Source: an optimization exercise on an open RTL-to-GDS flow (aim: small area and few clock cycles). Production flows keep margins and buffers that such runs may drop.
Only simulation tests tie the RTL to the original design; equivalence was not proved.
Power and IR drop assume default switching activity.

<file path="run.sh">
#!/bin/bash
# synth_recipe.tcl (not shown) runs the flow's synth.tcl, then flattens the netlist and writes it again
# the make line also repeats each setting of config.mk as NAME=value (left out here)
make -C /OpenROAD-flow-scripts/flow DESIGN_CONFIG=/design/flow/config.mk WORK_HOME=/design/flow/orfs CLKGATE_MAP_FILE= SYNTH_SCRIPT=/design/flow/synth_recipe.tcl finish
</file>
<file path="config.mk">
export PLATFORM = sky130hd
export DESIGN_NAME = axi_stream_insert_header
export DESIGN_NICKNAME = axi_stream_insert_header
export VERILOG_FILES = /design/flow/design.v
export SDC_FILE = /design/flow/constraint.sdc
export NUM_CORES = 4
export LEC_CHECK = 0
export CAP_MARGIN = 20
export CORE_MARGIN = 2
export CORE_UTILIZATION = 40
export SLEW_MARGIN = 20
</file>
<file path="constraint.sdc">
create_clock -name core_clock -period 4.0 [get_ports {clk}]
set_input_delay 0.8000 -clock core_clock [delete_from_list [all_inputs] [get_ports {clk}]]
set_output_delay 0.8000 -clock core_clock [all_outputs]
set_load 0.01 [all_outputs]
</file>
<file path="design.v">
module skid_buffer # (
    parameter DATA_WIDTH = 32,
    parameter DATA_BYTE_WIDTH = DATA_WIDTH/8,
    parameter BYTE_CNT_WD = $clog2(DATA_BYTE_WIDTH)
)
(
    input clk,
    input rst,
    input valid_in,
    input [DATA_WIDTH-1:0] data_in,
    input [DATA_BYTE_WIDTH-1:0] keep_in,
    input [BYTE_CNT_WD-1:0] byte_insert_cnt_in,
    input last_in,
    input ready_in,
    output reg valid_out,
    output reg [DATA_WIDTH-1:0] data_out,
    output reg [DATA_BYTE_WIDTH-1:0] keep_out,
    output reg [BYTE_CNT_WD-1:0] byte_insert_cnt_out,
    output reg last_out,
    output reg ready_out
);
    reg [DATA_WIDTH-1:0] data_skid;
    reg [DATA_BYTE_WIDTH-1:0] keep_skid;
    reg [BYTE_CNT_WD-1:0] byte_insert_cnt_skid;
    reg last_skid;
    reg valid_skid;
    always@(posedge clk) begin
        if (rst)
            valid_out <= 0;
        else if ((valid_in && ready_out) || valid_skid)
            valid_out <= 1;
        else if ((ready_in && valid_out) && ~valid_skid && (!valid_in || !ready_out))
            valid_out <= 0;
    end
    always@(posedge clk) begin
        if (rst) begin
            valid_skid <= 0;
            ready_out <= 0;
        end
        else if ((valid_in && ready_out) && (valid_out && !ready_in)) begin
            valid_skid <= 1;
            ready_out <= 0;
        end
        else if (ready_in && valid_skid) begin
            valid_skid <= 0;
            ready_out <= 1;
        end
        else begin
            ready_out <= !valid_skid;
        end
    end
    always@(posedge clk) begin
        if (rst) begin
            data_out <= 0;
            keep_out <= 0;
            byte_insert_cnt_out <= 0;
            last_out <= 0;
        end
        else if (valid_out && ready_in && valid_skid) begin
            data_out <= data_skid;
            keep_out <= keep_skid;
            byte_insert_cnt_out <= byte_insert_cnt_skid;
            last_out <= last_skid;
        end
        else if (valid_in && ready_out && (!valid_out || (ready_in && valid_out))) begin
            data_out <= data_in;
            keep_out <= keep_in;
            byte_insert_cnt_out <= byte_insert_cnt_in;
            last_out <= last_in;
        end
    end
    always@(posedge clk) begin
        if (rst) begin
            data_skid <= 0;
            keep_skid <= 0;
            byte_insert_cnt_skid <= 0;
            last_skid <= 0;
        end
        else if ((valid_in && ready_out) && (valid_out && !ready_in)) begin
            data_skid <= data_in;
            keep_skid <= keep_in;
            byte_insert_cnt_skid <= byte_insert_cnt_in;
            last_skid <= last_in;
        end
    end
endmodule
module axi_stream_insert_header #(
    parameter DATA_WD = 32,
    parameter DATA_BYTE_WD = DATA_WD / 8,
    parameter BYTE_CNT_WD = $clog2(DATA_BYTE_WD)
    ) (
    input clk,
    input rst_n,
    input valid_in,
    input [DATA_WD-1 : 0] data_in,
    input [DATA_BYTE_WD-1 : 0] keep_in,
    input last_in,
    output ready_in,
    output valid_out,
    output [DATA_WD-1 : 0] data_out,
    output [DATA_BYTE_WD-1 : 0] keep_out,
    output last_out,
    input ready_out,
    input valid_insert,
    input [DATA_WD-1 : 0] data_insert,
    input [DATA_BYTE_WD-1 : 0] keep_insert,
    input [BYTE_CNT_WD-1 : 0] byte_insert_cnt,
    output ready_insert
    );
    wire rst;
    wire [BYTE_CNT_WD-1:0] shift_control;
    wire valid_from_stream;
    wire [DATA_WD-1:0] data_from_stream;
    wire [DATA_BYTE_WD-1:0] keep_from_stream;
    wire last_from_stream;
    wire ready_to_stream;
    wire ready_to_stream_last;
    wire [DATA_WD-1:0] data_from_stream_rshift;
    wire [DATA_BYTE_WD-1:0] keep_from_stream_rshift;
    wire [DATA_WD-1:0] data_from_stream_lshift;
    wire [DATA_BYTE_WD-1:0] keep_from_stream_lshift;
    wire keep_lshift_all_0;
    wire valid_from_header;
    wire [DATA_WD-1:0] data_from_header;
    wire [DATA_BYTE_WD-1:0] keep_from_header;
    wire [BYTE_CNT_WD-1:0] byte_cnt_from_header;
    wire ready_to_header;
    wire [DATA_WD-1:0] data_from_header_lshift;
    wire [DATA_BYTE_WD-1:0] keep_from_header_lshift;
    wire valid_to_downstream;
    wire [DATA_WD-1:0] data_to_downstream;
    wire [DATA_BYTE_WD-1:0] keep_to_downstream;
    wire last_to_downstream;
    wire ready_from_downstream;
    reg header_inserted_reg;
    reg [DATA_WD-1:0] data_from_stream_lshift_reg;
    reg [DATA_BYTE_WD-1:0] keep_from_stream_lshift_reg;
    reg [BYTE_CNT_WD-1:0] byte_insert_cnt_reg;
    reg last_from_stream_reg;
    skid_buffer stream_skid (
        .clk(clk), 
        .rst(rst), 
        .valid_in(valid_in), 
        .data_in(data_in), 
        .keep_in(keep_in), 
        .byte_insert_cnt_in(),
        .last_in(last_in), 
        .ready_in(ready_to_stream),
        .valid_out(valid_from_stream),
        .data_out(data_from_stream),
        .keep_out(keep_from_stream),
        .byte_insert_cnt_out(),
        .last_out(last_from_stream),
        .ready_out(ready_in)
        );
    skid_buffer header_skid (
        .clk(clk), 
        .rst(rst), 
        .valid_in(valid_insert), 
        .data_in(data_insert), 
        .keep_in(keep_insert),
        .byte_insert_cnt_in(byte_insert_cnt),
        .last_in(),
        .ready_in(ready_to_header),
        .valid_out(valid_from_header),
        .data_out(data_from_header),
        .keep_out(keep_from_header),
        .byte_insert_cnt_out(byte_cnt_from_header),
        .last_out(),
        .ready_out(ready_insert)
    );
    skid_buffer output_skid (
        .clk(clk),
        .rst(rst),
        .valid_in(valid_to_downstream),
        .data_in(data_to_downstream),
        .keep_in(keep_to_downstream),
        .byte_insert_cnt_in(),
        .last_in(last_to_downstream),
        .ready_in(ready_out),
        .valid_out(valid_out),
        .data_out(data_out),
        .keep_out(keep_out),
        .byte_insert_cnt_out(),
        .last_out(last_out),
        .ready_out(ready_from_downstream)
    );
    always@(posedge clk) begin
        if (rst)
            byte_insert_cnt_reg <= 0;
        else if (valid_from_header && ready_to_header)
            byte_insert_cnt_reg <= byte_cnt_from_header;
    end 
    always@(posedge clk) begin
        if (rst)   
            last_from_stream_reg <= 0;
        else if (valid_from_stream && !keep_lshift_all_0 && last_from_stream && ready_from_downstream) 
            last_from_stream_reg <= 1;
        if (last_from_stream_reg && valid_to_downstream && ready_from_downstream)
            last_from_stream_reg <= 0;
    end
    always@(posedge clk) begin
        if (rst)
            header_inserted_reg <= 0;  
        else if (valid_from_header && ready_to_header)  
            header_inserted_reg <= 1;
        else if (header_inserted_reg && last_to_downstream && valid_to_downstream && ready_from_downstream)   
            header_inserted_reg <= 0;
    end
    always@(posedge clk) begin
        if (rst) begin
            data_from_stream_lshift_reg <= 0;
            keep_from_stream_lshift_reg <= 0;
        end
        else if (valid_from_stream && ready_from_downstream) begin
            data_from_stream_lshift_reg <= data_from_stream_lshift;
            keep_from_stream_lshift_reg <= keep_from_stream_lshift;
        end
    end
    assign rst = !rst_n;
    assign ready_to_header = !header_inserted_reg && valid_from_header && valid_from_stream && ready_from_downstream;
    assign ready_to_stream_last = (!keep_lshift_all_0 && last_from_stream && valid_from_stream && !last_from_stream_reg) ? 1'b0 : ready_from_downstream;
    assign ready_to_stream = header_inserted_reg ? ready_to_stream_last: ready_to_header;
    assign valid_to_downstream = header_inserted_reg? valid_from_stream : (valid_from_stream && valid_from_header);
    assign shift_control = header_inserted_reg? byte_insert_cnt_reg : byte_cnt_from_header;
    assign data_from_header_lshift = data_from_header << ((DATA_BYTE_WD-(shift_control+1)) << 3);
    assign keep_from_header_lshift = keep_from_header << (DATA_BYTE_WD-(shift_control+1));
    assign data_from_stream_rshift = last_from_stream_reg ? {DATA_WD{1'b0}} : data_from_stream >> ((shift_control+1) << 3);
    assign keep_from_stream_rshift = last_from_stream_reg ? {DATA_BYTE_WD{1'b0}} : keep_from_stream >> (shift_control+1);
    assign data_from_stream_lshift = data_from_stream << ((DATA_BYTE_WD-(shift_control+1)) << 3);
    assign keep_from_stream_lshift = keep_from_stream << (DATA_BYTE_WD-(shift_control+1));
    assign data_to_downstream = header_inserted_reg ? (data_from_stream_lshift_reg | data_from_stream_rshift) : (data_from_header_lshift | data_from_stream_rshift);
    assign keep_to_downstream = header_inserted_reg ? (keep_from_stream_lshift_reg | keep_from_stream_rshift) : (keep_from_header_lshift | keep_from_stream_rshift);
    assign keep_lshift_all_0 = ~keep_from_stream_lshift[0] & ~keep_from_stream_lshift[DATA_BYTE_WD-1];
    assign last_to_downstream = (keep_lshift_all_0 && last_from_stream && valid_from_stream)? 1'b1 : last_from_stream_reg;
endmodule
</file>
==> impl_metrics.env <==
export IMPL_status="timing/DRC/antenna clean"
export IMPL_num_rows=63
export IMPL_peakVddDrop_v=0.000332
export IMPL_cp_max_fo=45
export IMPL_synth_edf_count=0
export IMPL_cts_max_level=1
export IMPL_cts_max_path_buffers=3
export IMPL_remaining_drc_errors=0
export IMPL_final_hold_viol_count=0
export IMPL_netlist_instances=1511
export IMPL_netlist_area_um2=12200
export IMPL_fmaxAchievable_mhz=300
export IMPL_path_clk_slew_ns=0.06
export IMPL_dr_pass1_iters=6
export IMPL_drtIter0Drc=1332
export IMPL_start_kind="flip-flop"
export IMPL_postRouteAntennaNets=0
export IMPL_slew_headroom=0.243
export IMPL_wl_um=37900
export IMPL_die_area_um2=31900
export IMPL_drive_gt1_frac=0.0764
export IMPL_cap_viol_max_count=0
export IMPL_critPathTopFamily="compound AO/OA/AOI/OAI gates"
export IMPL_wl_per_cell_um=19.3
export IMPL_seq_area_um2=5470
export IMPL_cp_slowest_cell="mux2_2"
export IMPL_multiInputGateArea_um2=6170
export IMPL_grt_max_degree=73
export IMPL_path_class="flip-flop to flip-flop"
export IMPL_grt_use_total=0.234
export IMPL_arrival_ns=3.80
export IMPL_critical_path_buf_inv_count=1
export IMPL_synth_largest_area_cell="dfxtp_1"
export IMPL_io_pins=120
export IMPL_synthTopCellsByArea="dfxtp_1 (45%), nand2_1 (9.9%), a21oi_1 (6.4%)"
export IMPL_yosys_top_cells_count="nand2_1 (323), dfxtp_1 (273), nor2_1 (194)"
export IMPL_syn2layout_area_growth_pct=19.4
export IMPL_slowest_delay_ns=0.95
export IMPL_start_util=0.409
export IMPL_fillCellCount=2929
export IMPL_post_cts_setup_buffers=0
export IMPL_fin_nets=1635
export IMPL_clkLatencyLatePin_ns=0.56
export IMPL_fin_area_um2=14600
export IMPL_rsz0062_at_grt="no"
export IMPL_crit_required_ns=4.46
export IMPL_worst_slew_pin_slew_ns=1.13
export IMPL_placed_area_um2=13600
export IMPL_end_kind="flip-flop"
export IMPL_antenna_found_initial=0
export IMPL_synth_most_common_cell="nand2_1"
export IMPL_hold_path_class="flip-flop to flip-flop"
export IMPL_syn_avg_cell_area_um2=8.08
export IMPL_num_vias=11300
export IMPL_cts_buffers=30
export IMPL_antenna_cells=0
export IMPL_viasPerCell=5.76
export IMPL_worst_slack_ns=0.662
export IMPL_p_leak_uw=0.00494
export IMPL_clock_sinks=273
export IMPL_finalCoreUtilization=0.488
export IMPL_ctsResizeCount=0
export IMPL_fin_worst_skew_ns=0.0119
export IMPL_async_flop_share=0
export IMPL_ys_seq_area_frac=0.448
export IMPL_postCtsHoldBufs=0
export IMPL_drv_slew=0
export IMPL_core_um2=29900
export IMPL_cts_root_buf="clkbuf_16"
export IMPL_post_route_min_period_ns=3.34
export IMPL_synth_cell_types=50
export IMPL_tns_ns=0
export IMPL_grt_pass1_wl_um=59200
export IMPL_synth_nets=1591
export IMPL_place_ws_ns=0.769
export IMPL_hpwl_um=24800
export IMPL_cts_tree="done"
export IMPL_place_congestion=0.917
export IMPL_fin_crit_sh=0.835
export IMPL_setup_viol=0
export IMPL_grt_pass1_vias=10300
export IMPL_ys_ff_latch=273
export IMPL_grt_overflow_total=0
export IMPL_die_width_um=179
export IMPL_power_density_nw_per_um2=441
export IMPL_yosys_area_top_type_share=0.448
export IMPL_synthFlopType="dfxtp_1"
export IMPL_die_h_um=179
export IMPL_ys_warn_count=2
export IMPL_cp_cell_sequence="buf_4 -> mux2_2 -> nor2_2 -> o2bb2ai_1 -> a222oi_1 -> a211oi_1 -> a31o_2"
export IMPL_portBuffers=119
## cells by family (layout without fill, tap and decap cells)
kind of cell,count (synthesis),count (layout),synth area share
mux,78,78,0.0669
simple gates,594,594,0.194
xor+xnor,2,2,0.00143
buf+inv,145,205,0.0502
flops,273,273,0.448
compound gates,419,419,0.239
## report_power, final
group | switching, uW | internal, uW | total, uW
Clock | 1110 | 1590 | 2700
Combinational | 452 | 313 | 765
Sequential | 133 | 2830 | 2960
Total | 1690 | 4740 | 6430
## final timing paths
kind / startpoint / end / slack, ns / depth (start not counted)
hold reg to reg: output_skid.data_skid[27] / output_skid.data_out[27] / 0.45 / 2
setup / recovery: header_skid.byte_insert_cnt_out[0] / output_skid.data_out[1] / 0.66 / 7
setup reg to reg: header_skid.byte_insert_cnt_out[0] / output_skid.data_out[1] / 0.66 / 7
hold / removal: output_skid.data_skid[27] / output_skid.data_out[27] / 0.45 / 2
## worst min-delay path: stages, from the launching register on
cell and delay [ns]:
dfxtp_1 0.31, nand2_1 0.05, a21oi_1 0.05
## area by class of cell
class                      count  area share
sequential                   273       0.375
tap                          390      0.0335
clock inverter                 7     0.00583
clock buffer                  41      0.0585
multi-input combinational   1093       0.423
inverter                       4     0.00137
timing repair buffer         153       0.103
## cells in the final DEF (no fill, tap or decap), types with 10 or more instances in the layout
cell type        instances
nor2_1                 191
a21oi_1                154
dfxtp_1                272
o211ai_1                17
clkbuf_16               31
a22oi_1                 11
a311oi_1                84
o21bai_1                10
nand3_1                 41
a222oi_1                18
nor3_1                  12
mux2_2                  19
mux2i_1                 56
clkdlybuf4s50_1        119
buf_4                   30
a211oi_1                45
o21ai_0                 20
nand2_1                323
## per-layer routing
| layer | wire (um) | track usage | part of all wire | up-vias |
|---|---|---|---|---|
| met4 | 1230 | 0.0806 | 0.033 | 0 |
| met2 | 15900 | 0.338 | 0.42 | 433 |
| met1 | 18100 | 0.353 | 0.48 | 5317 |
| li1 | - | - | - | 5465 |
| met3 | 2600 | 0.0320 | 0.069 | 75 |
| met5 | 0 | 0 | 0 | - |
## per-stage QoR
stage	std cells	hold slack [ns]	power, uW
2_1_floorplan	1511	0.432	3430
3_3_place_gp	1913	0.438	3760
3_5_place_dp	1913	0.443	3770
4_1_cts	1961	0.448	6450
5_1_grt	1961	0.464	6640
6_report	1961	0.447	6430
Testbench counts, summed over its fixed seeds: cycles 11,244.

-- what the ideal ports hide --
The flow's constraints put no driver on any port. The routed layout listed below was extracted and timed again, unchanged, in two steps.
Step 1 (the two cells are an assumption about what drives the block):
set clk [get_ports {clk}]
set_driving_cell -lib_cell sky130_fd_sc_hd__clkbuf_16 $clk
set_driving_cell -lib_cell sky130_fd_sc_hd__buf_2 [delete_from_list [all_inputs] $clk]
Step 2, shift: input delay + t, output delay - t, t = (earliest + latest rising clock arrival at the registers) / 2. This alone moves slack from input paths to output paths.
a / b / c = ideal ports / drivers / drivers and shift; a / b = the first two.
t, ns: 0.610
setup WS [ns]: 0.662 / 0.662 / 0.662
worst setup path after step 2: register to register
clock arrival spread, ns: 0.013 / 0.012
worst slew at a driven data input, ns: 0.04
After both steps setup and hold are still met in this run. For this run, drivers alone change the setup slack by 0.000 ns; drivers and shift together by 0.000 ns.
